From an optimization exercise on the open Yosys and OpenROAD flow, aimed at small area and a short achievable clock period; shortcuts taken in it are not production practice.
At most, simulation tests tie the RTL to the original design; equivalence was not proved.
The RTL of runs 2 to 7 was laid out without a check of its function.
No activity file was given, so power comes from the tool's default toggle rates.

File: flow/design.v
module fpadd_40_add #(parameter N = 26, parameter L = 5) (
  input  [N-1:0] p0, g0,
  input          ci,
  output [N-1:0] s
);
wire [N-1:0] g [0:L];
wire [N-1:0] p [0:L];
assign g[0] = g0 | {{(N-1){1'b0}}, p0[0] & ci};
assign p[0] = p0;
genvar l, i;
generate
  for (l = 0; l < L; l = l + 1) begin : lv
    for (i = 0; i < N; i = i + 1) begin : bt
      if ((i >> l) & 1) begin : mg
        localparam integer J = ((i >> l) << l) - 1;
        assign g[l+1][i] = g[l][i] | (p[l][i] & g[l][J]);
        assign p[l+1][i] = p[l][i] & p[l][J];
      end else begin : ps
        assign g[l+1][i] = g[l][i];
        assign p[l+1][i] = p[l][i];
      end
    end
  end
endgenerate
assign s = p0 ^ {g[L][N-2:0], ci};
endmodule
module fpadd_40(x_40,y_40,res_40,clk_40,rst_40);
input  [31:0] x_40, y_40;
output [31:0] res_40;
input  clk_40, rst_40;
wire [7:0] ex = x_40[30:23];
wire [7:0] ey = y_40[30:23];
wire [7:0] dxy = ex - ey;                    
wire [7:0] dyx = ey - ex;                    
wire [4:0] cxy = (dxy > 8'd24) ? 5'd31 : dxy[4:0];    
wire [4:0] cyx = (dyx > 8'd24) ? 5'd31 : dyx[4:0];
wire       swap = y_40[30:0] > x_40[30:0];   
wire       hx   = |x_40[30:0];
wire       hy   = |y_40[30:0];
reg [22:0] fx1, fy1;
reg        hb1, sw1, sg1, sub1;
reg [7:0]  ea1;
reg [4:0]  d1;
always @(posedge clk_40) begin
  fx1  <= x_40[22:0];
  fy1  <= y_40[22:0];
  hb1  <= swap ? hx : hy;
  sw1  <= swap;
  ea1  <= swap ? ey : ex;
  d1   <= swap ? cyx : cxy;
  sg1  <= (swap ? y_40[31] : x_40[31]) & (hx | hy);
  sub1 <= x_40[31] ^ y_40[31];
end
wire [22:0] fa = sw1 ? fy1 : fx1;
wire [23:0] sb = {hb1, sw1 ? fx1 : fy1};
wire [24:0] b0 = {sb, 1'b0};
wire [24:0] b1 = d1[4] ? {16'd0, b0[24:16]} : b0;
wire [24:0] b2 = d1[3] ? { 8'd0, b1[24:8]}  : b1;
wire [24:0] b3 = d1[2] ? { 4'd0, b2[24:4]}  : b2;
wire [24:0] b4 = d1[1] ? { 2'd0, b3[24:2]}  : b3;
wire [24:0] b5 = d1[0] ? { 1'd0, b4[24:1]}  : b4;
reg [24:1] smask;
integer k;
always @(*) begin
  for (k = 1; k < 25; k = k + 1)
    smask[k] = (d1 > k) && (d1 <= k + 20) && (d1 <= 5'd24);
end
wire sticky = |(b0[24:1] & smask);
wire [25:0] aw = {2'b01, fa, 1'b0};
wire [25:0] bw = {sub1, b5 ^ {25{sub1}}};
wire [25:0] pw = aw ^ bw;
wire [25:0] gw = aw & bw;
reg [25:0] p2;
reg [23:1] g2;            
reg [7:0]  ea2;
reg        ci2, sg2;
always @(posedge clk_40) begin
  p2 <= pw; g2 <= gw[23:1]; ea2 <= ea1 + 8'd1;
  ci2 <= sub1 & ~sticky; sg2 <= sg1;
end
wire [25:0] s;
fpadd_40_add #(26) add (
  .p0(p2),
  .g0({1'b0, ~p2[24], g2, 1'b0}),
  .ci(ci2),
  .s (s)
);
reg [25:0] s3;
reg [7:0]  e3;
reg        sg3;
always @(posedge clk_40) begin
  s3 <= s; e3 <= ea2; sg3 <= sg2;
end
wire [31:0] v = {s3, 6'd0};
wire [15:0] z1;  wire [15:0] c1;       
genvar g;
generate for (g = 0; g < 16; g = g + 1) begin : l1
  assign z1[g] = ~(v[2*g+1] | v[2*g]);
  assign c1[g] = ~v[2*g+1];
end endgenerate
wire [7:0] z2; wire [15:0] c2;         
generate for (g = 0; g < 8; g = g + 1) begin : l2
  assign z2[g] = z1[2*g+1] & z1[2*g];
  assign c2[2*g+1:2*g] = z1[2*g+1] ? {1'b1, c1[2*g]} : {1'b0, c1[2*g+1]};
end endgenerate
wire [3:0] z3; wire [11:0] c3;         
generate for (g = 0; g < 4; g = g + 1) begin : l3
  assign z3[g] = z2[2*g+1] & z2[2*g];
  assign c3[3*g+2:3*g] = z2[2*g+1] ? {1'b1, c2[4*g+1:4*g]} : {1'b0, c2[4*g+3:4*g+2]};
end endgenerate
wire [1:0] z4; wire [7:0] c4;          
generate for (g = 0; g < 2; g = g + 1) begin : l4
  assign z4[g] = z3[2*g+1] & z3[2*g];
  assign c4[4*g+3:4*g] = z3[2*g+1] ? {1'b1, c3[6*g+2:6*g]} : {1'b0, c3[6*g+5:6*g+3]};
end endgenerate
wire       nz = ~(z4[1] & z4[0]);
wire [4:0] lz = z4[1] ? {1'b1, c4[3:0]} : {1'b0, c4[7:4]};
wire [25:0] n1 = lz[4] ? {s3[9:0], 16'd0} : s3;
wire [25:0] n2 = lz[3] ? {n1[17:0], 8'd0} : n1;
wire [25:0] n3 = lz[2] ? {n2[21:0], 4'd0} : n2;
wire [25:0] n4 = lz[1] ? {n3[23:0], 2'd0} : n3;
wire [25:0] n5 = lz[0] ? {n4[24:0], 1'd0} : n4;
wire [5:0]  el = {1'b0, e3[4:0]} - {1'b0, lz};
wire [2:0]  eh = el[5] ? e3[7:5] - 3'd1 : e3[7:5];
wire [31:0] r  = {sg3 & nz, nz ? {eh, el[4:0]} : 8'd0, n5[24:2]};
reg [31:0] r4;
always @(posedge clk_40) r4 <= r;
assign res_40 = r4;
endmodule
File: flow/flow/run.sh
#!/bin/bash
# Standard ORFS layout with two changes: synthesis leaves adders to ABC
# (ADDER_MAP_FILE empty, so no half/full-adder cells are extracted; the
# synthesis script itself is the standard flow's, unchanged), and the port buffers are
# buf_2 cells. Full make output in make_finish.log, each step's log under
# orfs/logs/.
set -euo pipefail
bash standard.sh finish 'ADDER_MAP_FILE=' 'BUFFER_PORTS_ARGS=-buffer_cell sky130_fd_sc_hd__buf_2' > make_finish.log 2>&1
File: flow/standard.sh
#!/bin/bash
# synth_recipe.tcl (not shown) runs the flow's synth.tcl, then flattens the netlist and writes it again
# the make line also repeats each setting of config.mk as NAME=value (left out here)
make -C /OpenROAD-flow-scripts/flow DESIGN_CONFIG=/design/flow/config.mk WORK_HOME=/design/flow/orfs CLKGATE_MAP_FILE= SYNTH_SCRIPT=/design/flow/synth_recipe.tcl "${@:-finish}"
File: flow/config.mk
export PLATFORM = sky130hd
export DESIGN_NAME = fpadd_40
export DESIGN_NICKNAME = fpadd_40
export VERILOG_FILES = /design/flow/design.v
export SDC_FILE = /design/flow/constraint.sdc
export NUM_CORES = 4
export LEC_CHECK = 0
export ABC_AREA = 1
export CAP_MARGIN = 20
export CORE_MARGIN = 2
export CORE_UTILIZATION = 40
export CTS_BUF_LIST = sky130_fd_sc_hd__clkbuf_8
export CTS_CLUSTER_SIZE = 24
export SETUP_SLACK_MARGIN = 2.8
export SLEW_MARGIN = 20
File: flow/constraint.sdc
create_clock -name core_clock -period 5.0 [get_ports {clk_40}]
set_input_delay 1.0000 -clock core_clock [delete_from_list [all_inputs] [get_ports {clk_40}]]
set_output_delay 1.0000 -clock core_clock [all_outputs]
set_load 0.01 [all_outputs]
==> out/qor.yml, run 1 <==
rrSetupSlack_ps: 2940
num_io_pins: 98
seq_power_share_pct: 37.1
cts_sinks: 189
ant_nets: 0
final_nets: 1867
rr_endpoint: "r4[28]"
antenna_found_initial: 0
fmax_mhz: 462.9
gr-total-overflow: 0
post-place-ws_ps: 2028
cts_tree: "done"
synth_cell_types: 52
synthTopCellsByCount: "nand2_1, dfxtp_1, nand3_1"
rr_startpoint: "s3[15]"
worstSetupStartpointType: "primary input"
ys_warn_count: 2
synth_top_family_by_area: "simple AND/OR/NAND/NOR gates"
fin_ws_ps: 2840
cp.arrival_ps: 2530
worst-path-max-fanout: 6
dpl.hpwl_mm: 22.49
worst_ep_required_time_ps: 5370
clk_latency_ps: 480
gp_congestion: 0.9334
start_util_pct: 40.43
finalSetupViolations: 0
whs_path_depth: 0
reg2reg_depth: 14
grt_pass1_vias: 9450
crit_type: "in -> reg"
synth_edf_count: 0
synth_top_area_share_pct: 35.02
yosys.area_share.simple_pct: 39.13
seq_area_um2: 3800
fillCellCount: 2736
maxSlewHeadroom_pct: 41.81
h-tree-depth: 4
hold_class: "reg -> reg"
grt_pass1_wl_mm: 46.74
synth_compound_area_share_pct: 12.58
drv_slew: 0
final.setup.tns_ps: 0
min_period_ps: 2160
syn_to_final_growth_pct: 17.98
p_sw_uw: 2588
fp.dieH_um: 168.4
diodes: 0
post_drt_wl_per_cell_um: 13.82
post-synth-top-count-cell: "nand2_1"
synth.area.top_cells: "dfxtp_1, nand2_1, nand3_1"
power_density_nw_per_um2: 466.8
synthMuxAreaShare_pct: 0.2779
die-area_um2: 28340
multi_input_area_um2: 6530
synth.avg_cell_area_um2: 6.420
hold_viol_final: 0
syn_nets: 1749
drt_drc_violations_left: 0
ys.flop_type: "dfxtp_1"
std_cell_rows: 60
layout-drive-gt1-share_pct: 19.18
hold_path_end: "e3[2]"
synth_xor_area_share_pct: 3.960
num_vias: 10760
p_clk_share_pct: 16.0
wirelength_mm: 29.77
grt_start_max_net_pins: 34
drtIter0Drc: 705
yosys_register_bits: 189
io_buffers: 96
power.internal_uw: 3363
vias_per_cell: 4.994
power.leakage_uw: 0.006373
period_share_pct: 43.21
grt_use_total_pct: 20.48
die_x_um: 168.4
dr.pass1.iters: 5
end_kind: "flop"
tightest_slew_ps: 871.9
syn-cell-area_um2: 10810
clockRootBuffer: "clkbuf_8"
cts_buffers: 17
clkTransAtPathRegs_ps: 90
yosysSeqAreaShare_pct: 35.02
rsz0062_at_grt: "yes"
cts_buffer_depth: 2
finClkSkew_ps: 19.04
syn_inst: 1683
async_flop_share_pct: 0
hold_path_startpoint: "ea2[2]"
outcome: "no timing/DRC/antenna violations"
cap_violations: 0
core-area_um2: 26730
p_sw_share_pct: 43.49
synth_top_area_cell: "dfxtp_1"
synth_adder_area_share_pct: 0
power_frac_comb_pct: 46.8
vdd_drop_max_uv: 153.8
==> layout make-up <==
type / count / area share [%]
Multi-Input combinational cell: 1259 / 51.22
Sequential cell: 189 / 29.81
Timing Repair Buffer: 141 / 6.811
Inverter: 192 / 5.859
Tap cell: 341 / 3.347
Clock buffer: 18 / 1.943
Clock inverter: 14 / 0.9716
Timing Repair inverter: 1 / 0.03926
==> critical path: stages <==
cell     delay [ps]
buf_2           120
or2_2           300
nand2_2          80
nor2_1           40
nand2_1         130
a21oi_2          50
nor2_2          130
nand2_1         140
nand2_2         140
nand2_8         100
nand2_8         140
inv_4            50
nand2_1          50
nand2_1          50
==> power by group through the flow <==
stage | clock network, µW | registers, µW | logic (µW)
floorplan | 0 | 2230 | 1920
global placement | 0 | 2250 | 2550
detailed placement | 0 | 2260 | 2550
CTS | 980 | 2220 | 2600
global route | 1040 | 2260 | 3180
finish | 954 | 2210 | 2790
==> metrics by stage <==
step | std cells | hold WS, ps | instance area [µm²] | util [%] | total power [µW]
2_1_floorplan | 1683 | 309.6 | 10870 | - | 4151
3_3_place_gp | 2076 | 313.6 | 11560 | 43.26 | 4799
3_5_place_dp | 2076 | 312.1 | 11560 | 43.26 | 4811
4_1_cts | 2119 | 331.7 | 12090 | 45.22 | 5798
5_1_grt | 2155 | 337.3 | 12750 | 47.70 | 6469
6_report | 2155 | 331.2 | 12750 | 47.70 | 5951
==> what timing repair did <==
action / in CTS / in global routing
gates cloned: 3 / 4
hold buffers: 0 / 0
pin swaps: 3 / 22
setup buffers: 8 / 32
endpoints found under the setup margin: 92 / 88
resized for setup: 17 / 100
endpoints found under the hold margin: 0 / 0
==> cell families (layout without fill, tap and decap cells) <==
logic type	after synthesis	in the layout
xor+xnor	48	48
buf+inv	241	366
flops	189	189
simple gates	959	965
mux	3	3
compound gates	243	243
==> cell usage in the layout, fill, tap and decap left out, types with 37 or more instances in the layout <==
cell,netlist,routed
nand3_1,180,178
buf_2,19,95
a21oi_1,54,50
nor2_1,111,96
o21ai_1,51,43
buf_4,5,37
dfxtp_1,189,184
inv_1,158,155
o21ai_0,79,70
nand2_1,547,528
==> registers in the layout, summed over array words and instances, names as in the netlist, 23 cells and up <==
register	cells
fx1	23
p2	26
r4	32
s3	26
fy1	23
g2	23
==> layer usage <==
metal / up-vias / part of all wire (%) / track usage (%) / wire [µm]
met4: 0 / 2.7 / 6.597 / 790
li1: 5672 / - / - / -
met3: 55 / 5.0 / 2.797 / 1474
met2: 307 / 46 / 34.80 / 13680
met5: - / 0 / 0 / 0
met1: 4729 / 46 / 26.88 / 13830
==> worst max path at each step <==
stage                  start  slack [ps]  cells after the start  endpoint
global placement    y_40[28]        2040                     12     d1[2]
detailed placement  y_40[28]        2030                     12     d1[2]
floorplan           y_40[28]        2700                     15    ea1[0]
CTS                 y_40[28]        2810                     15    ea1[1]
finish              x_40[12]        2840                     14     d1[0]
global route        y_40[12]        2730                     15     d1[4]
==> inputs of run 2 (changes only) <==
--- a/flow/design.v
+++ b/flow/design.v
@@ -1,8 +1,9 @@
-module fpadd_40_add #(parameter N = 26, parameter L = 5) (
+module fpadd_40_add #(parameter N = 26) (
   input  [N-1:0] p0, g0,
   input          ci,
   output [N-1:0] s
 );
+localparam L = $clog2(N);
 wire [N-1:0] g [0:L];
 wire [N-1:0] p [0:L];
 assign g[0] = g0 | {{(N-1){1'b0}}, p0[0] & ci};
@@ -120,9 +121,26 @@
 wire [25:0] n3 = lz[2] ? {n2[21:0], 4'd0} : n2;
 wire [25:0] n4 = lz[1] ? {n3[23:0], 2'd0} : n3;
 wire [25:0] n5 = lz[0] ? {n4[24:0], 1'd0} : n4;
-wire [5:0]  el = {1'b0, e3[4:0]} - {1'b0, lz};
-wire [2:0]  eh = el[5] ? e3[7:5] - 3'd1 : e3[7:5];
-wire [31:0] r  = {sg3 & nz, nz ? {eh, el[4:0]} : 8'd0, n5[24:2]};
+wire [3:0]  tl = {1'b0, e3[2:0]} - {1'b0, lz[2:0]};
+wire [4:0]  eu0 = e3[7:3];
+wire [4:0]  eu1 = e3[7:3] - 5'd1;
+wire [4:0]  eu2 = e3[7:3] - 5'd2;
+wire [4:0]  eu3 = e3[7:3] - 5'd3;
+wire [4:0]  eu4 = e3[7:3] - 5'd4;
+reg  [4:0]  eu;
+always @(*) begin
+  case ({lz[4:3], tl[3]})
+    3'b000: eu = eu0;
+    3'b001: eu = eu1;
+    3'b010: eu = eu1;
+    3'b011: eu = eu2;
+    3'b100: eu = eu2;
+    3'b101: eu = eu3;
+    3'b110: eu = eu3;
+    default: eu = eu4;
+  endcase
+end
+wire [31:0] r  = {sg3 & nz, nz ? {eu, tl[2:0]} : 8'd0, n5[24:2]};
 reg [31:0] r4;
 always @(posedge clk_40) r4 <= r;
 assign res_40 = r4;
==> flow/flow/run.sh (replaced) <==
#!/bin/bash
# Standard ORFS layout, with the port buffers made from buf_2 cells instead
# of the resizer's default pick. Each step's full log stays under orfs/logs/.
set -euo pipefail
bash standard.sh finish 'BUFFER_PORTS_ARGS=-buffer_cell sky130_fd_sc_hd__buf_2' > make_finish.log 2>&1
--- a/flow/config.mk
+++ b/flow/config.mk
@@ -11,5 +11,5 @@
 export CORE_UTILIZATION = 40
 export CTS_BUF_LIST = sky130_fd_sc_hd__clkbuf_8
 export CTS_CLUSTER_SIZE = 24
-export SETUP_SLACK_MARGIN = 2.8
+export SETUP_SLACK_MARGIN = 2.6
 export SLEW_MARGIN = 20
==> run 2 against run 1 <==
Combinational power up 9.0%. Clock skew decreased by 0.60 ps. Critical path depth increased by 10. Still clean. Sequential power rose by 2%. Routed wire length decreased by 0.74%. Critical path type is now reg -> reg. Final area grew 3.0%.
==> out/qor.yml, run 2 <==
cp.arrival_ps: 3400
worst_ep_required_time_ps: 5360
io_buffers: 96
cts_sinks: 189
stdcell_count: 1968
diodes: 0
worstSetupStartpointType: "flop"
reg_top3: "r4: 32 flops, p2: 26 flops, s3: 26 flops"
dpl.cell_count: 1872
dpl.hpwl_mm: 22.29
largest_reg_flops: 32
syn_to_final_growth_pct: 23.63
power_density_nw_per_um2: 475.8
fp.dieH_um: 166.9
vdd_drop_max_uv: 239.0
final.setup.tns_ps: 0
grt_start_max_net_pins: 51
ys_warn_count: 2
antenna_found_initial: 0
synth_edf_count: 0
period_share_pct: 60.75
synth_cell_types: 54
cp.buffers_inverters: 4
worst-path-max-fanout: 6
num_vias: 10100
power_uw: 6246
cts_hold_buffers: 0
core-area_um2: 26060
final_core_util_pct: 50.37
seq_area_um2: 3814
syn_nets: 1627
hold_class: "reg -> reg"
tightest_slew_ps: 703.1
crit_type: "reg -> reg"
cap_violations: 0
min_period_ps: 3037
layout-drive-gt1-share_pct: 23.39
final_common_cell: "nand2_1"
vias_per_cell: 5.130
largest_register: "r4"
syn-cell-area_um2: 10620
finClkSkew_ps: 18.44
cp_top_family: "simple AND/OR/NAND/NOR gates"
multi_input_area_um2: 6641
drv_slew: 0
grt_pass1_vias: 9425
h-tree-depth: 4
max_stage_delay_ps: 370
die-area_um2: 27860
synth_top_area_cell: "dfxtp_1"
outcome: "no timing/DRC/antenna violations"
maxSlewHeadroom_pct: 52.63
grt_pass1_wl_mm: 47.47
post-synth-top-count-cell: "nand2_1"
start_util_pct: 40.75
hold_viol_final: 0
grt_use_total_pct: 20.93
fmax_mhz: 329.2
drtIter0Drc: 537
clockRootBuffer: "clkbuf_8"
synth.area.top_cells: "dfxtp_1, nand2_1, ha_1"
gp_congestion: 0.9793
cp_cell_sequence: "nor2_4, nand2_2, nor2_4, buf_12, nand2_8, clkinv_8, nand2_4, nand2_8, clkinv_8, ha_4, o21bai_4, nand2_4, nand2_4, nand2_4, nand2_4, nor2_4, inv_2, ha_4, a211o_1, xor2_1, nand3_1, nand3_2, a21oi_2, nor2_1"
dr.pass1.iters: 5
async_flop_share_pct: 0
cts_buffer_depth: 2
synth.avg_cell_area_um2: 7.155
rsz0062_at_grt: "yes"
die_x_um: 166.9
yosysSeqAreaShare_pct: 35.64
fillCellCount: 2588
crit_slowest_cell: "dfxtp_4"
ant_nets: 0
path_common_cell: "nand2_4"
clkTransAtPathRegs_ps: 100
end_kind: "flop"
cts_tree: "done"
clk_latency_ps: 460
ys.flop_type: "dfxtp_1"
synth_top_area_share_pct: 35.64
num_io_pins: 98
syn_inst: 1484
gr-total-overflow: 0
cts_buffers: 17
std_cell_rows: 59
finalSetupViolations: 0
drt_drc_violations_left: 0
final_nets: 1763
post_drt_wl_per_cell_um: 15.02
synthTopCellsByCount: "nand2_1, dfxtp_1, inv_1"
mostFrequentLayoutCells: "nand2_1, dfxtp_1, inv_1, nand3_1, buf_2"
wirelength_mm: 29.56
power.leakage_uw: 0.006212
yosys_register_bits: 189
-- run 2: cell count changes in the layout (fill, tap and decap cells not counted), moves of 12 or more --
cell     change
buf_2       -12
buf_4       +23
ha_1        +57
ha_4        +16
inv_1       -32
nand2_1    -162
nand3_1     -66
nor2_1      -15
nor2_2      -12
-- run 2: final cells by class --
type	count	area share (%)
Timing Repair Buffer	164	8.703
Sequential cell	189	29.05
Clock buffer	18	1.887
Multi-Input combinational cell	1080	50.60
Timing Repair inverter	3	0.1334
Inverter	165	5.490
Tap cell	335	3.193
Clock inverter	14	0.9437
-- run 2: worst reg2reg max path, cell delays in order, from the launching register on --
cell and delay, ps:
dfxtp_4 370, nor2_4 130, nand2_2 90, nor2_4 130
buf_12 130, nand2_8 60, clkinv_8 70, nand2_4 70
nand2_8 100, clkinv_8 70, ha_4 170, o21bai_4 160
nand2_4 90, nand2_4 80, nand2_4 50, nand2_4 80
nor2_4 40, inv_2 60, ha_4 180, a211o_1 290
xor2_1 170, nand3_1 100, nand3_2 90, a21oi_2 110
nor2_1 50
-- run 2: repair_timing --
action | CTS | global route
pin swaps | 26 | 54
resized for setup | 58 | 130
hold endpoints to repair | 0 | 0
buffers inserted | 29 | 29
setup endpoints to repair | 61 | 85
cloned | 3 | 3
-- run 2: metrics by stage --
stage	setup WS (ps)	hold WS (ps)	area [µm²]
floorplan	1902	309.6	10970
global placement	1232	311.3	11630
detailed placement	1204	312.1	11630
CTS	1910	335.9	12460
global route	1782	324.8	13130
finish	1963	334.2	13130
-- run 2: logic make-up after synthesis --
group	after synthesis	synth area share (%)
buf+inv	217	8.272
flops	189	35.64
xor+xnor	53	4.443
fa+ha+maj	77	9.357
simple gates	676	27.15
mux	4	0.3771
compound gates	268	14.77
-- run 2: final timing paths --
check	startpoint	endpoint	slack (ps)	cells past startpoint
worst min register to register	ea2[6]	e3[6]	330	0
worst max-delay path	s3[21]	r4[29]	1960	24
worst max register to register	s3[21]	r4[29]	1960	24
worst min-delay path	ea2[6]	e3[6]	330	0
-- run 2: metal layers --
metal  routed length [µm]  global-route usage [%]  up-vias
li1                     -                       -     5176
met1                13420                   27.36     4631
met2                14370                   36.23      245
met3                 1262                   2.899       44
met4                  503                   5.472        0
met5                    0                       0        -
-- run 2: where the power goes --
group | internal, µW | switching [µW]
Sequential | 1990 | 258
Combinational | 1180 | 1860
Clock | 378 | 578
==> inputs of run 3 (changes only) <==
--- a/flow/design.v
+++ b/flow/design.v
@@ -1,9 +1,8 @@
-module fpadd_40_add #(parameter N = 26) (
+module fpadd_40_add #(parameter N = 26, parameter L = 5) (
   input  [N-1:0] p0, g0,
   input          ci,
   output [N-1:0] s
 );
-localparam L = $clog2(N);
 wire [N-1:0] g [0:L];
 wire [N-1:0] p [0:L];
 assign g[0] = g0 | {{(N-1){1'b0}}, p0[0] & ci};
@@ -54,19 +53,16 @@
 end
 wire [22:0] fa = sw1 ? fy1 : fx1;
 wire [23:0] sb = {hb1, sw1 ? fx1 : fy1};
-wire [24:0] b0 = {sb, 1'b0};
+wire [24:0] b0 = {sb[23:3], sb[2] & ~(d1 >= 5'd24), sb[1] & ~(d1 >= 5'd23),
+                  sb[0] & ~(d1 >= 5'd22), 1'b0};
 wire [24:0] b1 = d1[4] ? {16'd0, b0[24:16]} : b0;
 wire [24:0] b2 = d1[3] ? { 8'd0, b1[24:8]}  : b1;
 wire [24:0] b3 = d1[2] ? { 4'd0, b2[24:4]}  : b2;
 wire [24:0] b4 = d1[1] ? { 2'd0, b3[24:2]}  : b3;
 wire [24:0] b5 = d1[0] ? { 1'd0, b4[24:1]}  : b4;
-reg [24:1] smask;
-integer k;
-always @(*) begin
-  for (k = 1; k < 25; k = k + 1)
-    smask[k] = (d1 > k) && (d1 <= k + 20) && (d1 <= 5'd24);
-end
-wire sticky = |(b0[24:1] & smask);
+wire sticky = ~&d1 & ((d1[4] & |b0[15:0]) | (d1[3] & |b1[7:0]) |
+                      (d1[2] & |b2[3:0])  | (d1[1] & |b3[1:0]) |
+                      (d1[0] & b4[0]));
 wire [25:0] aw = {2'b01, fa, 1'b0};
 wire [25:0] bw = {sub1, b5 ^ {25{sub1}}};
 wire [25:0] pw = aw ^ bw;
@@ -121,26 +117,65 @@
 wire [25:0] n3 = lz[2] ? {n2[21:0], 4'd0} : n2;
 wire [25:0] n4 = lz[1] ? {n3[23:0], 2'd0} : n3;
 wire [25:0] n5 = lz[0] ? {n4[24:0], 1'd0} : n4;
-wire [3:0]  tl = {1'b0, e3[2:0]} - {1'b0, lz[2:0]};
-wire [4:0]  eu0 = e3[7:3];
-wire [4:0]  eu1 = e3[7:3] - 5'd1;
-wire [4:0]  eu2 = e3[7:3] - 5'd2;
-wire [4:0]  eu3 = e3[7:3] - 5'd3;
-wire [4:0]  eu4 = e3[7:3] - 5'd4;
-reg  [4:0]  eu;
+function [4:0] dec5;                         
+  input [4:0] x;
+  integer q;
+  reg     bw;
+  begin
+    bw = 1'b1;
+    for (q = 0; q < 5; q = q + 1) begin
+      dec5[q] = x[q] ^ bw;
+      bw = bw & ~x[q];
+    end
+  end
+endfunction
+wire [4:0] eh  = e3[7:3];
+wire [4:0] eh1 = dec5(eh);
+wire [4:0] dh2 = dec5({1'b0, eh[4:1]});
+wire [4:0] dh3 = dec5({1'b0, eh1[4:1]});
+wire [4:0] dh4 = dec5({2'b0, eh[4:2]});
+wire [4:0] eh2 = {dh2[3:0], eh[0]};
+wire [4:0] eh3 = {dh3[3:0], eh1[0]};
+wire [4:0] eh4 = {dh4[2:0], eh[1:0]};
+function [3:0] sub3;                         
+  input [2:0] x;
+  input [2:0] k;
+  integer q;
+  reg     bw;
+  begin
+    bw = 1'b0;
+    for (q = 0; q < 3; q = q + 1) begin
+      sub3[q] = x[q] ^ k[q] ^ bw;
+      bw = (~x[q] & k[q]) | (~(x[q] ^ k[q]) & bw);
+    end
+    sub3[3] = bw;
+  end
+endfunction
+wire [2:0] el = e3[2:0];
+reg  [3:0] lo;
 always @(*) begin
-  case ({lz[4:3], tl[3]})
-    3'b000: eu = eu0;
-    3'b001: eu = eu1;
-    3'b010: eu = eu1;
-    3'b011: eu = eu2;
-    3'b100: eu = eu2;
-    3'b101: eu = eu3;
-    3'b110: eu = eu3;
-    default: eu = eu4;
+  case (lz[2:0])
+    3'd0: lo = sub3(el, 3'd0);
+    3'd1: lo = sub3(el, 3'd1);
+    3'd2: lo = sub3(el, 3'd2);
+    3'd3: lo = sub3(el, 3'd3);
+    3'd4: lo = sub3(el, 3'd4);
+    3'd5: lo = sub3(el, 3'd5);
+    3'd6: lo = sub3(el, 3'd6);
+    default: lo = sub3(el, 3'd7);
   endcase
 end
-wire [31:0] r  = {sg3 & nz, nz ? {eu, tl[2:0]} : 8'd0, n5[24:2]};
+wire       bl  = lo[3];
+wire [2:0] elo = lo[2:0];
+wire       m0  = ~lz[4] & ~lz[3] & ~bl;
+wire       m1  = ~lz[4] & (lz[3] ^ bl);
+wire       m2  = (~lz[4] & lz[3] & bl) | (lz[4] & ~lz[3] & ~bl);
+wire       m3  = lz[4] & (lz[3] ^ bl);
+wire       m4  = lz[4] & lz[3] & bl;
+wire [4:0] ehi = ({5{m0}} & eh) | ({5{m1}} & eh1) | ({5{m2}} & eh2) |
+                 ({5{m3}} & eh3) | ({5{m4}} & eh4);
+wire [7:0] er  = {ehi, elo};
+wire [31:0] r  = {sg3 & nz, nz ? er : 8'd0, n5[24:2]};
 reg [31:0] r4;
 always @(posedge clk_40) r4 <= r;
 assign res_40 = r4;
==> run 3 against run 2 <==
Still clean on timing, DRC and antenna. Via count down 1.7%. Combinational power up 19%. Hold slack got worse by 6.5 ps. Maximum frequency grew 12%.
==> out/qor.yml, run 3 <==
outcome: "no timing/DRC/antenna violations"
synth_edf_count: 0
maxSlewHeadroom_pct: 41.95
io_buffers: 96
num_vias: 9926
syn_nets: 1595
yosys_register_bits: 189
hold_class: "reg -> reg"
max_stage_delay_ps: 340
seq_power_share_pct: 33.0
synthTopCellsByCount: "nand2_1, dfxtp_1, o21ai_0"
final_common_cell: "nand2_1"
dr.pass1.iters: 5
ys.flop_type: "dfxtp_1"
cts_sinks: 189
async_flop_share_pct: 0
cp_top_family: "simple AND/OR/NAND/NOR gates"
hold_viol_final: 0
grt_use_total_pct: 21.00
power_density_nw_per_um2: 492.0
cts_tree: "done"
drtIter0Drc: 470
cts_buffer_depth: 2
clk_latency_ps: 460
core-area_um2: 25980
fp.dieH_um: 166.6
synth.avg_cell_area_um2: 7.313
end_kind: "flop"
cp.buffers_inverters: 5
grt_pass1_vias: 9346
final.setup.tns_ps: 0
grt_start_max_net_pins: 40
rsz0062_at_grt: "yes"
cp_cell_sequence: "nor2_4, nand2_4, nor2_4, buf_12, nand2_8, inv_12, nand2_8, nand2_8, clkinvlp_4, nor3_4, inv_1, a31oi_1, ha_2, inv_2, nand2_4, nand3_4, nand2_4, o21ai_2, nand2_1, nand2_1, nor2_1, nor2_1"
ys_warn_count: 2
cts_hold_buffers: 0
largest_reg_flops: 32
drv_slew: 0
syn-cell-area_um2: 10580
wirelength_mm: 30.72
p_sw_share_pct: 42.97
start_util_pct: 40.72
worst_ep_required_time_ps: 5320
synth_top_area_share_pct: 35.76
tightest_slew_ps: 869.8
whs_ps: 327.6
cp.arrival_ps: 3030
largest_register: "r4"
die_x_um: 166.6
yosysSeqAreaShare_pct: 35.76
ant_nets: 0
reg_top3: "r4: 32 flops, p2: 26 flops, s3: 26 flops"
power.leakage_uw: 0.006621
worstSetupStartpointType: "flop"
fillCellCount: 2460
min_period_ps: 2711
crit_slowest_cell: "dfxtp_2"
p_sw_uw: 2987
clockRootBuffer: "clkbuf_8"
drt_drc_violations_left: 0
diodes: 0
worst-path-max-fanout: 7
vdd_drop_max_uv: 318.2
crit_type: "reg -> reg"
power.internal_uw: 3965
p_clk_share_pct: 15.1
power_frac_comb_pct: 51.9
seq_area_um2: 3809
synth.area.top_cells: "dfxtp_1, nand2_1, ha_1"
grt_pass1_wl_mm: 46.92
syn_to_final_growth_pct: 33.52
finClkSkew_ps: 27.48
die-area_um2: 27770
antenna_found_initial: 0
post_drt_wl_per_cell_um: 15.63
synth_top_area_cell: "dfxtp_1"
dpl.hpwl_mm: 21.45
layout-drive-gt1-share_pct: 29.80
gp_congestion: 0.9299
finalSetupViolations: 0
final_nets: 1766
num_io_pins: 98
cap_violations: 0
multi_input_area_um2: 7071
fmax_mhz: 368.8
post-synth-top-count-cell: "nand2_1"
vias_per_cell: 5.049
std_cell_rows: 59
cts_buffers: 17
h-tree-depth: 4
mostFrequentLayoutCells: "nand2_1, dfxtp_1, inv_1, nor2_1, buf_4"
clkTransAtPathRegs_ps: 90
gr-total-overflow: 0
synth_cell_types: 54
period_share_pct: 54.23
syn_inst: 1447
-- run 3: changes by cell type after synthesis, moves of 12 or more --
cell      previous run  this run
buf_2               26        13
clkbuf_1            19        31
inv_1              146       172
inv_2               15         2
mux2i_1              4        21
nand2_1            396       332
nand3_1            117        49
o211ai_1            17         3
o21ai_0            109       175
o21ai_1             25         2
xor2_1              40        54
-- run 3: final timing paths --
kind,endpoint,start,cells after the start,slack (ps)
setup reg to reg,r4[28],s3[23],22,2290
hold / removal,sg3,sg2,0,330
hold reg to reg,sg3,sg2,0,330
setup / recovery,r4[28],s3[23],22,2290
-- run 3: logic make-up (layout without fill, tap and decap cells) --
| kind of cell | after synthesis | after routing | synth area share (%) |
|---|---|---|---|
| buffers and inverters | 233 | 411 | 8.561 |
| adders and majority gates | 82 | 82 | 9.838 |
| AOI/OAI and AO/OA | 285 | 285 | 14.73 |
| and+or+nand+nor | 572 | 578 | 23.74 |
| xor gates and xnor gates | 65 | 65 | 5.380 |
| muxes | 21 | 21 | 1.987 |
| DFF | 189 | 189 | 35.76 |
-- run 3: per-stage QoR --
step,setup slack (ps),area [µm²],std cells,total power [µW],utilization [%]
after floorplan,2431,10870,1447,4357,-
after global placement,1208,11490,1825,5063,44.24
after detailed placement,1116,11490,1825,5098,44.24
after CTS,2302,12770,1905,6496,49.14
after global routing,2102,14130,1966,7514,54.37
final,2289,14130,1966,6952,54.37
-- run 3: cell type report --
class / instances / area share [%]
clock buffer: 17 / 1.656
clock inverter: 15 / 1.222
inverter: 176 / 5.402
multi-input combinational: 1031 / 50.04
sequential: 189 / 26.96
tap: 335 / 2.967
timing repair buffer: 199 / 11.55
timing repair inverter: 4 / 0.2037
-- run 3: timing repair --
item                       CTS  global route
hold endpoints to repair     0             0
resized for setup          135           259
cloned                       5            10
setup buffers               43            51
setup endpoints to repair   97            85
pin swaps                   42            90
-- run 3: power by group through the flow --
| stage | registers (µW) | logic [µW] | clock network (µW) |
|---|---|---|---|
| 6_report | 2300 | 3610 | 1050 |
| 5_1_grt | 2350 | 4030 | 1130 |
| 4_1_cts | 2290 | 3140 | 1070 |
| 3_5_place_dp | 2330 | 2770 | 0 |
| 3_3_place_gp | 2320 | 2740 | 0 |
| 2_1_floorplan | 2300 | 2060 | 0 |
-- run 3: worst register-to-register path, delay by kind of cell (launching register included) --
kind | cells | cell delay, ps
AO/OA/AOI/OAI | 2 | 220
AND/OR/NAND/NOR | 14 | 1350
buffers and inverters | 5 | 450
adder cells (fa/ha/maj) | 1 | 200
flip-flops | 1 | 340
-- run 3: layer usage --
layer  GRT usage, %  vias up  share of wire [%]
met3          2.685       59                3.0
met2          37.24      235                 49
met1          26.60     4529                 44
met5              0        -                  0
met4          6.297        0                3.4
li1               -     5103                  -
==> inputs of run 4 (changes only) <==
--- a/flow/config.mk
+++ b/flow/config.mk
@@ -11,5 +11,6 @@
 export CORE_UTILIZATION = 40
 export CTS_BUF_LIST = sky130_fd_sc_hd__clkbuf_8
 export CTS_CLUSTER_SIZE = 24
+export PLACE_DENSITY = 0.85
 export SETUP_SLACK_MARGIN = 2.6
 export SLEW_MARGIN = 20
==> run 4 against run 3 <==
Still clean on timing, DRC and antenna. Clock skew down 8.5 ps. Hold slack improved by 2.9 ps. Non-clock buffer count is 6 lower. Synthesized area stayed put. Flip-flop and latch count unchanged. Power fell by 1.1%.
==> out/qor.yml, run 4 <==
outcome: "no timing/DRC/antenna violations"
yosys_register_bits: 189
reg_top3: "r4: 32 flops, p2: 26 flops, s3: 26 flops"
cts_tree: "done"
dpl.hpwl_mm: 20.27
synth.avg_cell_area_um2: 7.313
mostFrequentLayoutCells: "nand2_1, dfxtp_1, inv_1, buf_2, o21ai_0"
crit_type: "reg -> reg"
num_vias: 10310
num_io_pins: 98
gp_congestion: 0.9663
grt_start_max_net_pins: 35
grt_use_total_pct: 19.71
cts_sinks: 189
syn_to_final_growth_pct: 30.66
drv_slew: 0
stdcell_count: 1957
fillCellCount: 2327
grt_pass1_vias: 9488
grt_pass1_wl_mm: 45.11
synth_top_area_share_pct: 35.76
core-area_um2: 25980
hold_path_startpoint: "ea2[0]"
dpl.cell_count: 1822
antenna_found_initial: 0
start_util_pct: 40.72
clk_latency_ps: 470
rrSetupSlack_ps: 2290
io_buffers: 96
fp.dieH_um: 166.6
rsz0062_at_grt: "yes"
worstSetupStartpointType: "flop"
synth.area.top_cells: "dfxtp_1, nand2_1, ha_1"
period_share_pct: 54.27
cp.arrival_ps: 3050
clkTransAtPathRegs_ps: 100
hold_path_end: "e3[0]"
synthTopCellsByCount: "nand2_1, dfxtp_1, o21ai_0"
clockRootBuffer: "clkbuf_8"
min_period_ps: 2714
fmax_mhz: 368.5
fin_area_um2: 13830
placed_area_um2: 11470
cts_buffer_depth: 2
post-synth-top-count-cell: "nand2_1"
routed-wl-met3_mm: 1.628
finalSetupViolations: 0
gr-total-overflow: 0
ant_nets: 0
die_x_um: 166.6
largest_reg_flops: 32
h-tree-depth: 4
final_core_util_pct: 53.21
power.leakage_uw: 0.006538
synth_cell_types: 54
ys.flop_type: "dfxtp_1"
cts_buffers: 17
tightest_slew_ps: 854.0
routed.top_layer: "met4"
whs_ps: 330.5
final.setup.tns_ps: 0
cap_violations: 0
std_cell_rows: 59
hold_class: "reg -> reg"
syn_inst: 1447
drtIter0Drc: 837
async_flop_share_pct: 0
hold_viol_final: 0
syn_nets: 1595
wirelength_mm: 30.12
met2_wirelength_mm: 15.10
worst-path-max-fanout: 7
final_nets: 1757
rr_endpoint: "r4[29]"
synth_edf_count: 0
rr_startpoint: "s3[24]"
worst_ep_required_time_ps: 5330
syn-cell-area_um2: 10580
vdd_drop_max_uv: 372.8
maxSlewHeadroom_pct: 43.01
reg2reg_depth: 21
layout-drive-gt1-share_pct: 28.36
drt_drc_violations_left: 0
post_drt_wl_per_cell_um: 15.39
synth_top_area_cell: "dfxtp_1"
finClkSkew_ps: 19.02
wl_met1_mm: 12.30
cts_hold_buffers: 0
largest_register: "r4"
dr.pass1.iters: 5
die-area_um2: 27770
yosysSeqAreaShare_pct: 35.76
ys_warn_count: 2
whs_path_depth: 0
final_common_cell: "nand2_1"
vias_per_cell: 5.270
diodes: 0
power_density_nw_per_um2: 497.4
end_kind: "flop"
## run 4: cell counts after synthesis
No cell type changed its count.
## run 4: worst max-delay path by stage
stage,start,endpoint,depth (start not counted)
floorplan,x_40[28],d1[3],14
global placement,s3[22],r4[29],19
detailed placement,s3[22],r4[29],19
CTS,s3[14],r4[30],21
global route,s3[5],r4[28],19
finish,s3[24],r4[29],21
## run 4: repair_timing
item,4_1_cts,5_1_grt
setup buffers,49,42
pin swaps,50,67
endpoints found under the setup margin,96,91
gates cloned,8,4
resized for setup,149,205
## run 4: cells by family after synthesis
| kind of cell | after synthesis | synth area share, % |
|---|---|---|
| XOR/XNOR | 65 | 5.380 |
| AND/OR/NAND/NOR | 572 | 23.74 |
| multiplexers | 21 | 1.987 |
| AO/OA/AOI/OAI | 285 | 14.73 |
| buffers and inverters | 233 | 8.561 |
| flip-flops | 189 | 35.76 |
| adder cells (fa/ha/maj) | 82 | 9.838 |
## run 4: final cells by class
| class | instances | area, µm² | share of cell area [%] |
|---|---|---|---|
| clock buffer | 17 | 234.0 | 1.692 |
| multi-input combinational | 1029 | 6900 | 49.91 |
| timing repair buffer | 193 | 1514 | 10.95 |
| clock inverter | 15 | 155.1 | 1.122 |
| timing repair inverter | 3 | 21.27 | 0.1538 |
| sequential | 189 | 3820 | 27.63 |
| tap | 335 | 419.2 | 3.032 |
| inverter | 176 | 762.0 | 5.511 |
## run 4: per-layer routing
layer	vias up	track usage, %
met5	-	0
met4	0	7.759
met3	86	3.588
met2	425	34.89
met1	4718	23.63
li1	5084	-
## run 4: power breakdown
part,leakage [µW],internal [µW],switching [µW]
combinational,0.00475,1430,2110
sequential,0.00159,2020,329
clock,0.000194,412,579
total,0.00654,3860,3020
## run 4: through the flow
| step | worst slack (ps) | total power (µW) |
|---|---|---|
| 6_report | 2286 | 6877 |
| 5_1_grt | 2120 | 7375 |
| 4_1_cts | 2336 | 6490 |
| 3_5_place_dp | 1181 | 5052 |
| 3_3_place_gp | 1322 | 4972 |
| 2_1_floorplan | 2431 | 4357 |
## run 4: worst max-delay path, stage by stage, from the launching register on
cell and delay (ps):
dfxtp_2 340, nor2_4 130, nand2_4 80, nor2_4 190, buf_8 140, nand3_4 70, nand2_4 90, nand2_8 70
buf_4 140, nor2_4 110, nand2_4 80, a31oi_4 170, ha_2 190, inv_2 40, nand2_4 90, nand3_4 170
nand3b_1 160, nand2_1 70, inv_1 50, nand2_1 50, nor2_1 100, nor2_1 40
==> inputs of run 5 (changes only) <==
--- a/flow/design.v
+++ b/flow/design.v
@@ -30,28 +30,31 @@
 input  clk_40, rst_40;
 wire [7:0] ex = x_40[30:23];
 wire [7:0] ey = y_40[30:23];
-wire [7:0] dxy = ex - ey;                    
-wire [7:0] dyx = ey - ex;                    
-wire [4:0] cxy = (dxy > 8'd24) ? 5'd31 : dxy[4:0];    
+wire [8:0] dxy = {1'b0, ex} - {1'b0, ey};
+wire [7:0] dyx = ey - ex;
+wire       ge  = ~dxy[8];                    
+wire [4:0] cxy = (dxy[7:0] > 8'd24) ? 5'd31 : dxy[4:0];   
 wire [4:0] cyx = (dyx > 8'd24) ? 5'd31 : dyx[4:0];
 wire       swap = y_40[30:0] > x_40[30:0];   
 wire       hx   = |x_40[30:0];
 wire       hy   = |y_40[30:0];
 reg [22:0] fx1, fy1;
-reg        hb1, sw1, sg1, sub1;
+reg        hb1, sw1, sx1, sy1, sub1;
 reg [7:0]  ea1;
 reg [4:0]  d1;
 always @(posedge clk_40) begin
   fx1  <= x_40[22:0];
   fy1  <= y_40[22:0];
-  hb1  <= swap ? hx : hy;
+  hb1  <= hx & hy;                            
   sw1  <= swap;
-  ea1  <= swap ? ey : ex;
-  d1   <= swap ? cyx : cxy;
-  sg1  <= (swap ? y_40[31] : x_40[31]) & (hx | hy);
+  ea1  <= ge ? ex : ey;
+  d1   <= ge ? cxy : cyx;
+  sx1  <= x_40[31] & (hx | hy);               
+  sy1  <= y_40[31];
   sub1 <= x_40[31] ^ y_40[31];
 end
 wire [22:0] fa = sw1 ? fy1 : fx1;
+wire        sg1 = sw1 ? sy1 : sx1;
 wire [23:0] sb = {hb1, sw1 ? fx1 : fy1};
 wire [24:0] b0 = {sb[23:3], sb[2] & ~(d1 >= 5'd24), sb[1] & ~(d1 >= 5'd23),
                   sb[0] & ~(d1 >= 5'd22), 1'b0};
@@ -129,14 +132,6 @@
     end
   end
 endfunction
-wire [4:0] eh  = e3[7:3];
-wire [4:0] eh1 = dec5(eh);
-wire [4:0] dh2 = dec5({1'b0, eh[4:1]});
-wire [4:0] dh3 = dec5({1'b0, eh1[4:1]});
-wire [4:0] dh4 = dec5({2'b0, eh[4:2]});
-wire [4:0] eh2 = {dh2[3:0], eh[0]};
-wire [4:0] eh3 = {dh3[3:0], eh1[0]};
-wire [4:0] eh4 = {dh4[2:0], eh[1:0]};
 function [3:0] sub3;                         
   input [2:0] x;
   input [2:0] k;
@@ -151,6 +146,23 @@
     sub3[3] = bw;
   end
 endfunction
+wire [4:0] eh  = e3[7:3];
+wire [4:0] eh1 = dec5(eh);
+wire [4:0] dh2 = dec5({1'b0, eh[4:1]});
+wire [4:0] dh3 = dec5({1'b0, eh1[4:1]});
+wire [4:0] dh4 = dec5({2'b0, eh[4:2]});
+wire [4:0] eh2 = {dh2[3:0], eh[0]};
+wire [4:0] eh3 = {dh3[3:0], eh1[0]};
+wire [4:0] eh4 = {dh4[2:0], eh[1:0]};
+reg  [4:0] hi0, hi1;                         
+always @(*) begin
+  case (lz[4:3])
+    2'd0: begin hi0 = eh;  hi1 = eh1; end
+    2'd1: begin hi0 = eh1; hi1 = eh2; end
+    2'd2: begin hi0 = eh2; hi1 = eh3; end
+    default: begin hi0 = eh3; hi1 = eh4; end
+  endcase
+end
 wire [2:0] el = e3[2:0];
 reg  [3:0] lo;
 always @(*) begin
@@ -165,16 +177,7 @@
     default: lo = sub3(el, 3'd7);
   endcase
 end
-wire       bl  = lo[3];
-wire [2:0] elo = lo[2:0];
-wire       m0  = ~lz[4] & ~lz[3] & ~bl;
-wire       m1  = ~lz[4] & (lz[3] ^ bl);
-wire       m2  = (~lz[4] & lz[3] & bl) | (lz[4] & ~lz[3] & ~bl);
-wire       m3  = lz[4] & (lz[3] ^ bl);
-wire       m4  = lz[4] & lz[3] & bl;
-wire [4:0] ehi = ({5{m0}} & eh) | ({5{m1}} & eh1) | ({5{m2}} & eh2) |
-                 ({5{m3}} & eh3) | ({5{m4}} & eh4);
-wire [7:0] er  = {ehi, elo};
+wire [7:0] er = {lo[3] ? hi1 : hi0, lo[2:0]};
 wire [31:0] r  = {sg3 & nz, nz ? er : 8'd0, n5[24:2]};
 reg [31:0] r4;
 always @(posedge clk_40) r4 <= r;
--- a/flow/config.mk
+++ b/flow/config.mk
@@ -9,8 +9,5 @@
 export CAP_MARGIN = 20
 export CORE_MARGIN = 2
 export CORE_UTILIZATION = 40
-export CTS_BUF_LIST = sky130_fd_sc_hd__clkbuf_8
-export CTS_CLUSTER_SIZE = 24
-export PLACE_DENSITY = 0.85
 export SETUP_SLACK_MARGIN = 2.6
 export SLEW_MARGIN = 20
==> run 5 against run 4 <==
Still clean on timing, DRC and antenna. Synthesized area up 3.4%. Routed wire length down 2.1%. Die area increased by 3.3%. Critical endpoint is now r4[30]. Largest cell class unchanged. Highest routed layer unchanged.
==> out/qor.yml, run 5 <==
outcome: "no timing/DRC/antenna violations"
cts_buffers: 17
min_period_ps: 2433
yosys_register_bits: 190
finClkSkew_ps: 16.03
start_util_pct: 40.72
num_vias: 10320
vdd_drop_max_uv: 199.2
hold_class: "reg -> reg"
ys.flop_type: "dfxtp_1"
grt_use_total_pct: 20.21
synth_xor_area_share_pct: 3.682
gr-total-overflow: 0
power_density_nw_per_um2: 486.9
post_drt_wl_per_cell_um: 14.44
ant_nets: 0
cts_buffer_depth: 2
drv_slew: 0
cap_violations: 0
clockRootBuffer: "clkbuf_16"
synth_compound_area_share_pct: 12.74
cp.arrival_ps: 2760
synth_top_area_share_pct: 34.76
synth_adder_area_share_pct: 9.627
mostFrequentLayoutCells: "nand2_1, dfxtp_1, inv_1, nand3_1, buf_2"
drt_drc_violations_left: 0
tightest_slew_ps: 823.7
dpl.cell_count: 1952
grt_start_max_net_pins: 33
stdcell_count: 2041
maxSlewHeadroom_pct: 45.01
post-synth-top-count-cell: "nand2_1"
largest_reg_flops: 32
rsz0062_at_grt: "yes"
synth_top_area_cell: "dfxtp_1"
worst_ep_required_time_ps: 5330
die_x_um: 169.4
cts_sinks: 190
finalSetupViolations: 0
diodes: 0
die-area_um2: 28700
yosysSeqAreaShare_pct: 34.76
synthMuxAreaShare_pct: 0.5488
end_kind: "flop"
ys_warn_count: 2
cts_tree: "done"
num_io_pins: 98
drtIter0Drc: 553
syn_to_final_growth_pct: 21.34
std_cell_rows: 60
antenna_found_initial: 0
syn_inst: 1572
layout-drive-gt1-share_pct: 19.29
cts_hold_buffers: 0
final_nets: 1836
yosys.area_share.simple_pct: 30.13
async_flop_share_pct: 0
synthTopCellsByCount: "nand2_1, dfxtp_1, inv_1"
syn-cell-area_um2: 10940
io_buffers: 96
synth.area.top_cells: "dfxtp_1, nand2_1, ha_1"
dpl.hpwl_mm: 21.84
vias_per_cell: 5.055
clkTransAtPathRegs_ps: 70
reg_top3: "r4: 32 flops, p2: 26 flops, s3: 26 flops"
wirelength_mm: 29.48
synth_cell_types: 53
clk_latency_ps: 440
final.setup.tns_ps: 0
hold_viol_final: 0
largest_register: "r4"
grt_pass1_vias: 9406
worst-path-max-fanout: 5
core-area_um2: 26880
worstSetupStartpointType: "flop"
syn_nets: 1721
crit_type: "reg -> reg"
fmax_mhz: 411.0
synth_top_family_by_area: "simple AND/OR/NAND/NOR gates"
final_common_cell: "nand2_1"
period_share_pct: 48.66
power.leakage_uw: 0.006522
fp.dieH_um: 169.4
synth_edf_count: 0
synth.avg_cell_area_um2: 6.961
grt_pass1_wl_mm: 46.49
dr.pass1.iters: 5
h-tree-depth: 4
gp_congestion: 0.9269
==> run 5: kinds of logic (layout without fill, tap and decap cells) <==
logic type,count (synthesis),after routing
buffers and inverters,227,352
XOR/XNOR,46,46
flip-flops,190,190
AO/OA/AOI/OAI,248,248
multiplexers,6,6
adder cells (fa/ha/maj),83,83
AND/OR/NAND/NOR,772,775
==> run 5: cell type report <==
type / instances / area [µm²]
well taps: 341 / 426.7
multi-input cells: 1158 / 6734
clock buffers: 20 / 446.7
flip-flops and latches: 190 / 3841
inverters: 165 / 665.6
clock inverters: 12 / 112.6
repair buffers: 147 / 992.2
fillers: 2694 / 13600
repair inverters: 8 / 58.81
==> run 5: final timing paths <==
kind | slack (ps) | startpoint | cells after the start | endpoint
max | 2570 | s3[19] | 19 | r4[30]
min | 330 | ea2[6] | 0 | e3[6]
max reg2reg | 2570 | s3[19] | 19 | r4[30]
min reg2reg | 330 | ea2[6] | 0 | e3[6]
==> run 5: stage by stage <==
| stage | setup slack [ps] | util (%) | hold WS, ps | power, µW | cell area (µm²) |
|---|---|---|---|---|---|
| after global routing | 2398 | 49.40 | 331.0 | 6996 | 13280 |
| after detailed placement | 1549 | 43.47 | 312.1 | 4696 | 11680 |
| after CTS | 2598 | 47.16 | 328.7 | 6238 | 12670 |
| after floorplan | 2530 | - | 309.6 | 4043 | 11060 |
| final | 2567 | 49.40 | 329.0 | 6465 | 13280 |
| after global placement | 1600 | 43.47 | 313.3 | 4669 | 11680 |
==> run 5: where the power goes <==
part	switching, µW	total (µW)	leakage, µW	internal (µW)
clock network	581	1280	0.000271	703
logic	1770	2930	0.00465	1160
registers	280	2250	0.00160	1970
total	2630	6470	0.00652	3840
==> run 5: repair_timing <==
item / in CTS / in global routing
buffers inserted: 20 / 25
pin swaps: 16 / 32
gates cloned: 8 / 4
setup endpoints to repair: 83 / 70
gates resized for setup: 67 / 109
==> run 5: worst max-delay path, cell delays in order, from the launching register on <==
cell and delay [ps]:
dfxtp_4 350, nor2_4 110, nand2_2 90, inv_2 100, nand2_4 80, nor2_8 170
nand2_4 60, nand2_4 70, buf_12 100, clkinvlp_4 110, buf_4 160, nand3_1 80
nand2_1 80, a21oi_2 180, ha_4 150, inv_2 40, nand2_4 90, nand3_4 110
o21ai_2 140, nor2_1 50
==> run 5: per-layer routing <==
metal  wire (µm)  up-vias  track usage [%]
li1            -     5375                -
met1       13460     4647            26.18
met2       14070      239            34.92
met3        1083       57            2.752
met4         871        0            6.206
met5           0        -                0
==> inputs of run 6 (changes only) <==
--- a/flow/config.mk
+++ b/flow/config.mk
@@ -9,5 +9,7 @@
 export CAP_MARGIN = 20
 export CORE_MARGIN = 2
 export CORE_UTILIZATION = 40
+export CTS_BUF_LIST = sky130_fd_sc_hd__clkbuf_8
+export CTS_CLUSTER_SIZE = 24
 export SETUP_SLACK_MARGIN = 2.6
 export SLEW_MARGIN = 20
==> run 6 against run 5 <==
Critical path depth did not move. Hold slack improved by 5.7 ps. Clock skew rose by 8.1 ps. Utilization fell by 1.1 points. Setup slack improved by 37 ps. First-iteration DRC count rose by 8.3%. Cell count barely moved. Clock-buffer cell count fell by 2. Global-route usage barely moved.
==> out/qor.yml, run 6 <==
clk_latency_ps: 470
async_flop_share_pct: 0
syn-cell-area_um2: 10940
finClkSkew_ps: 24.08
num_io_pins: 98
drtIter0Drc: 599
yosysSeqAreaShare_pct: 34.76
final_core_util_pct: 48.31
crit_type: "reg -> reg"
syn_to_final_growth_pct: 18.64
worst-path-max-fanout: 11
mostFrequentLayoutCells: "nand2_1, dfxtp_1, inv_1, nand3_1, buf_2"
cts_buffers: 17
cts_hold_buffers: 0
grt_start_max_net_pins: 33
power.leakage_uw: 0.006410
final_common_cell: "nand2_1"
ys.flop_type: "dfxtp_1"
fp.dieH_um: 169.4
largest_reg_flops: 32
dr.pass1.iters: 5
vias_per_cell: 5.053
gr-total-overflow: 0
diodes: 0
num_vias: 10310
maxSlewHeadroom_pct: 45.36
cts_buffer_depth: 2
dpl.cell_count: 1952
grt_pass1_wl_mm: 46.59
synth_edf_count: 0
dpl.hpwl_mm: 21.84
drt_drc_violations_left: 0
final.setup.tns_ps: 0
fillCellCount: 2755
min_period_ps: 2396
tightest_slew_ps: 818.4
h-tree-depth: 4
start_util_pct: 40.72
cts_sinks: 190
synth_top_area_cell: "dfxtp_1"
antenna_found_initial: 0
clkTransAtPathRegs_ps: 100
layout-drive-gt1-share_pct: 19.01
synth.avg_cell_area_um2: 6.961
gp_congestion: 0.9269
synth_top_area_share_pct: 34.76
synthTopCellsByCount: "nand2_1, dfxtp_1, inv_1"
die_x_um: 169.4
hold_viol_final: 0
ant_nets: 0
post-synth-top-count-cell: "nand2_1"
std_cell_rows: 60
rrSetupSlack_ps: 2600
core-area_um2: 26880
wirelength_mm: 29.14
syn_nets: 1721
grt_pass1_vias: 9410
yosys_register_bits: 190
worst_ep_required_time_ps: 5370
rsz0062_at_grt: "yes"
power_uw: 6114
io_buffers: 96
vdd_drop_max_uv: 159.3
synth.area.top_cells: "dfxtp_1, nand2_1, ha_1"
stdcell_count: 2040
synth_cell_types: 53
post_drt_wl_per_cell_um: 14.29
grt_use_total_pct: 20.24
die-area_um2: 28700
final_nets: 1835
ys_warn_count: 2
worstSetupStartpointType: "flop"
fmax_mhz: 417.4
outcome: "no timing/DRC/antenna violations"
largest_register: "r4"
end_kind: "flop"
whs_ps: 334.7
clockRootBuffer: "clkbuf_8"
hold_class: "reg -> reg"
cp.arrival_ps: 2770
power_density_nw_per_um2: 470.9
syn_inst: 1572
cts_tree: "done"
drv_slew: 0
finalSetupViolations: 0
reg_top3: "r4: 32 flops, p2: 26 flops, s3: 26 flops"
cap_violations: 0
period_share_pct: 47.91
[run 6: cell counts after synthesis]
No cell type changed its count.
[run 6: logic make-up after synthesis]
kind of cell / count (synthesis) / share of synthesized area [%]
and+or+nand+nor: 772 / 30.13
buffers and inverters: 227 / 8.518
DFF: 190 / 34.76
adders and majority gates: 83 / 9.627
xor gates and xnor gates: 46 / 3.682
muxes: 6 / 0.5488
AOI/OAI and AO/OA: 248 / 12.74
[run 6: layout make-up]
class / count / area [µm²] / area share, %
sequential: 190 / 3849 / 29.65
inverter: 165 / 660.6 / 5.089
timing repair buffer: 148 / 950.9 / 7.325
clock inverter: 14 / 120.1 / 0.9252
clock buffer: 18 / 247.7 / 1.908
multi-input combinational: 1158 / 6685 / 51.49
timing repair inverter: 6 / 42.54 / 0.3277
tap: 341 / 426.7 / 3.286
[run 6: metrics by stage]
stage               worst slack (ps)  area, µm²
CTS                             2600      12490
floorplan                       2530      11060
finish                          2604      12980
global placement                1600      11680
detailed placement              1549      11680
global route                    2480      12980
[run 6: timing repair]
item	CTS	global route
hold endpoints to repair	0	0
buffers inserted	21	25
gates cloned	8	2
resized for setup	74	87
pin swaps	22	28
setup endpoints to repair	82	70
[run 6: report_power, final]
part	internal [µW]	switching [µW]
Clock	407	543
Sequential	1970	281
Combinational	1140	1770
Total	3520	2590
[run 6: layer usage]
layer | vias up | wire length [µm] | global-route usage [%] | part of all wire (%)
met1 | 4666 | 13420 | 26.17 | 46
met5 | - | 0 | 0 | 0
li1 | 5373 | - | - | -
met4 | 0 | 644 | 6.057 | 2.2
met2 | 229 | 13970 | 35.10 | 48
met3 | 40 | 1109 | 2.775 | 3.8
[run 6: critical path: stages, from the launching register on]
cell	delay, ps
dfxtp_4	360
nor2_4	110
nand2_2	80
inv_2	100
nand2_4	80
buf_4	130
nand2_1	110
nand2_4	120
nand2_8	150
nor2_4	60
buf_4	130
nand2_1	60
nand2_1	70
a21oi_2	140
ha_2	190
inv_2	40
nand2_4	90
nand3_4	110
o21ai_2	120
nor2_1	50
[run 6: final timing paths]
check,start,end,depth (start not counted)
worst max register to register,s3[19],r4[27],19
worst min-delay path,ea2[6],e3[6],0
worst max-delay path,s3[19],r4[27],19
worst min register to register,ea2[6],e3[6],0
==> inputs of run 7 (changes only) <==
--- a/flow/config.mk
+++ b/flow/config.mk
@@ -11,5 +11,6 @@
 export CORE_UTILIZATION = 40
 export CTS_BUF_LIST = sky130_fd_sc_hd__clkbuf_8
 export CTS_CLUSTER_SIZE = 24
+export GPL_TIMING_DRIVEN = 0
 export SETUP_SLACK_MARGIN = 2.6
 export SLEW_MARGIN = 20
==> run 7 against run 6 <==
Critical path type unchanged. Highest routed layer unchanged. Synthesized area did not move. Cell count rose by 1.9%. Synthesized cell count did not move. Routed wire length rose by 6.2%. Utilization rose by 1.0 points.
==> out/qor.yml, run 7 <==
power_density_nw_per_um2: 479.8
dr.pass1.iters: 5
worst-path-max-fanout: 5
min_period_ps: 2356
ys.flop_type: "dfxtp_1"
vdd_drop_max_uv: 179.5
num_io_pins: 98
num_vias: 10530
syn_inst: 1572
clockRootBuffer: "clkbuf_8"
grt_start_max_net_pins: 17
die-area_um2: 28700
layout-drive-gt1-share_pct: 20.09
synth.avg_cell_area_um2: 6.961
final_nets: 1875
cts_hold_buffers: 0
drv_slew: 0
syn-cell-area_um2: 10940
async_flop_share_pct: 0
reg_top3: "r4: 32 flops, p2: 26 flops, s3: 26 flops"
final.setup.tns_ps: 0
fillCellCount: 2743
post-synth-top-count-cell: "nand2_1"
syn_to_final_growth_pct: 21.08
finalSetupViolations: 0
worstSetupStartpointType: "flop"
final_common_cell: "nand2_1"
rsz0062_at_grt: "yes"
core-area_um2: 26880
multi_input_area_um2: 6710
period_share_pct: 47.12
wirelength_mm: 30.96
power.leakage_uw: 0.006623
drtIter0Drc: 578
end_kind: "flop"
io_buffers: 96
h-tree-depth: 4
tightest_slew_ps: 669.2
grt_use_total_pct: 21.49
grt_pass1_vias: 9699
largest_reg_flops: 32
cp.arrival_ps: 2720
cts_tree: "done"
placed_area_um2: 11970
std_cell_rows: 60
synth_top_area_cell: "dfxtp_1"
synth_cell_types: 53
die_x_um: 169.4
yosys_register_bits: 190
drt_drc_violations_left: 0
hold_class: "reg -> reg"
grt_pass1_wl_mm: 49.00
gr-total-overflow: 0
synthTopCellsByCount: "nand2_1, dfxtp_1, inv_1"
fp.dieH_um: 169.4
vias_per_cell: 5.066
hold_viol_final: 0
outcome: "no timing/DRC/antenna violations"
post_drt_wl_per_cell_um: 14.90
worst_ep_required_time_ps: 5370
syn_nets: 1721
gp_congestion: 0.9745
synth.area.top_cells: "dfxtp_1, nand2_1, ha_1"
seq_area_um2: 3826
ys_warn_count: 2
maxSlewHeadroom_pct: 54.92
start_util_pct: 40.72
cts_buffers: 17
fin_area_um2: 13250
diodes: 0
synth_edf_count: 0
cts_sinks: 190
clk_latency_ps: 470
fmax_mhz: 424.5
yosysSeqAreaShare_pct: 34.76
cts_buffer_depth: 2
ant_nets: 0
antenna_found_initial: 0
mostFrequentLayoutCells: "nand2_1, dfxtp_1, inv_1, nand3_1, buf_2"
dpl.hpwl_mm: 24.89
finClkSkew_ps: 17.67
synth_top_area_share_pct: 34.76
largest_register: "r4"
cap_violations: 0
clkTransAtPathRegs_ps: 90
crit_type: "reg -> reg"
## run 7: cell counts after synthesis
Identical to the previous run, type by type.
## run 7: kinds of logic after synthesis
| family | count (synthesis) | share of synthesized area, % |
|---|---|---|
| flip-flops | 190 | 34.76 |
| XOR/XNOR | 46 | 3.682 |
| buffers and inverters | 227 | 8.518 |
| AO/OA/AOI/OAI | 248 | 12.74 |
| multiplexers | 6 | 0.5488 |
| adder cells (fa/ha/maj) | 83 | 9.627 |
| AND/OR/NAND/NOR | 772 | 30.13 |
## run 7: layout make-up
type | instances | area share [%]
inverters | 165 | 4.788
repair buffers | 134 | 6.062
plain buffers | 62 | 2.965
clock buffers | 18 | 1.870
flip-flops and latches | 190 | 28.88
multi-input cells | 1156 | 50.64
well taps | 341 | 3.220
clock inverters | 12 | 1.577
## run 7: layer usage
layer,track usage (%),vias to the layer above,wire (µm)
met2,37.00,267,14690
met1,27.95,4749,14290
met3,2.472,59,1225
li1,-,5452,-
met4,7.284,0,760
met5,0,-,0
## run 7: path summary, 6_finish.rpt
kind	start	to	slack, ps	cells after the start
setup / recovery	s3[22]	r4[27]	2640	17
hold / removal	ea2[1]	e3[1]	330	0
setup reg to reg	s3[22]	r4[27]	2640	17
hold reg to reg	ea2[1]	e3[1]	330	0
## run 7: critical path: stages, from the launching register on
cell	delay (ps)
dfxtp_2	360
nor2_4	130
nand2_4	80
inv_2	80
nand2_4	70
nor2_8	170
nand2_4	70
nand2_4	100
inv_4	50
buf_6	110
buf_8	110
o21ai_1	160
o221ai_2	120
ha_2	210
nand2_4	100
nand3_4	120
o21ai_2	170
nor2_1	50
## run 7: through the flow
stage	hold WS, ps	setup WS, ps	std cells	util [%]	total power (µW)
after global routing	333.8	2526	2078	49.30	6853
after floorplan	309.6	2530	1572	-	4043
after detailed placement	312.1	1914	2009	44.53	4837
after CTS	332.4	2603	2050	47.10	6127
final	327.8	2644	2078	49.30	6358
after global placement	313.4	1944	2009	44.53	4812
## run 7: report_power, final
group	leakage (µW)	internal (µW)	total [µW]	switching (µW)
combinational	0.00480	1160	2980	1820
clock	0.000227	610	1150	543
sequential	0.00160	1970	2220	257
total	0.00662	3740	6360	2620
## run 7: timing repair
action,in CTS,in global routing
pin swaps,12,44
hold endpoints to repair,0,0
gates resized for setup,57,145
gates cloned,1,0
setup endpoints to repair,28,62
setup buffers,10,28

[static timing again, ports no longer ideal]
The results above use ideal ports. As a check the final layouts listed here were re-extracted and re-timed, cells and wires unchanged.
Step 1 sets driving cells, clkbuf_16 on the clock port and buf_2 on the other inputs (assumed; they add their load-dependent delay and slew).
Step 2 times the ports against the registers' clock, not the clock port: input delays grow and output delays shrink by t, the midpoint of the rising clock arrivals with the driver on.
Slacks: ideal ports / drivers / drivers and shift; pairs: ideal ports / drivers.
| run | t (ns) | setup slack, ns | latest minus earliest clock arrival (ns) | worst data-port slew with drivers (ns) | pins driven straight from the clock port |
|---|---|---|---|---|---|
| run 1 | 0.516 | 2.840 / 2.859 / 2.343 | 0.019 / 0.019 | 0.03 | 1 |
| run 2 | 0.501 | 1.963 / 1.963 / 1.963 | 0.021 / 0.020 | 0.05 | 1 |
| run 3 | 0.494 | 2.289 / 2.289 / 2.075 | 0.028 / 0.027 | 0.06 | 1 |
| run 4 | 0.495 | 2.286 / 2.286 / 1.998 | 0.019 / 0.019 | 0.07 | 1 |
| run 5 | 0.479 | 2.567 / 2.567 / 2.201 | 0.017 / 0.017 | 0.06 | 1 |
| run 6 | 0.508 | 2.604 / 2.604 / 2.212 | 0.025 / 0.025 | 0.04 | 1 |
| run 7 | 0.507 | 2.644 / 2.644 / 2.162 | 0.019 / 0.018 | 0.06 | 1 |
After both steps setup and hold are still met in every run listed. The setup slack of run 1, which loses most, moves by +0.019 ns with the drivers and by -0.497 ns with both steps.
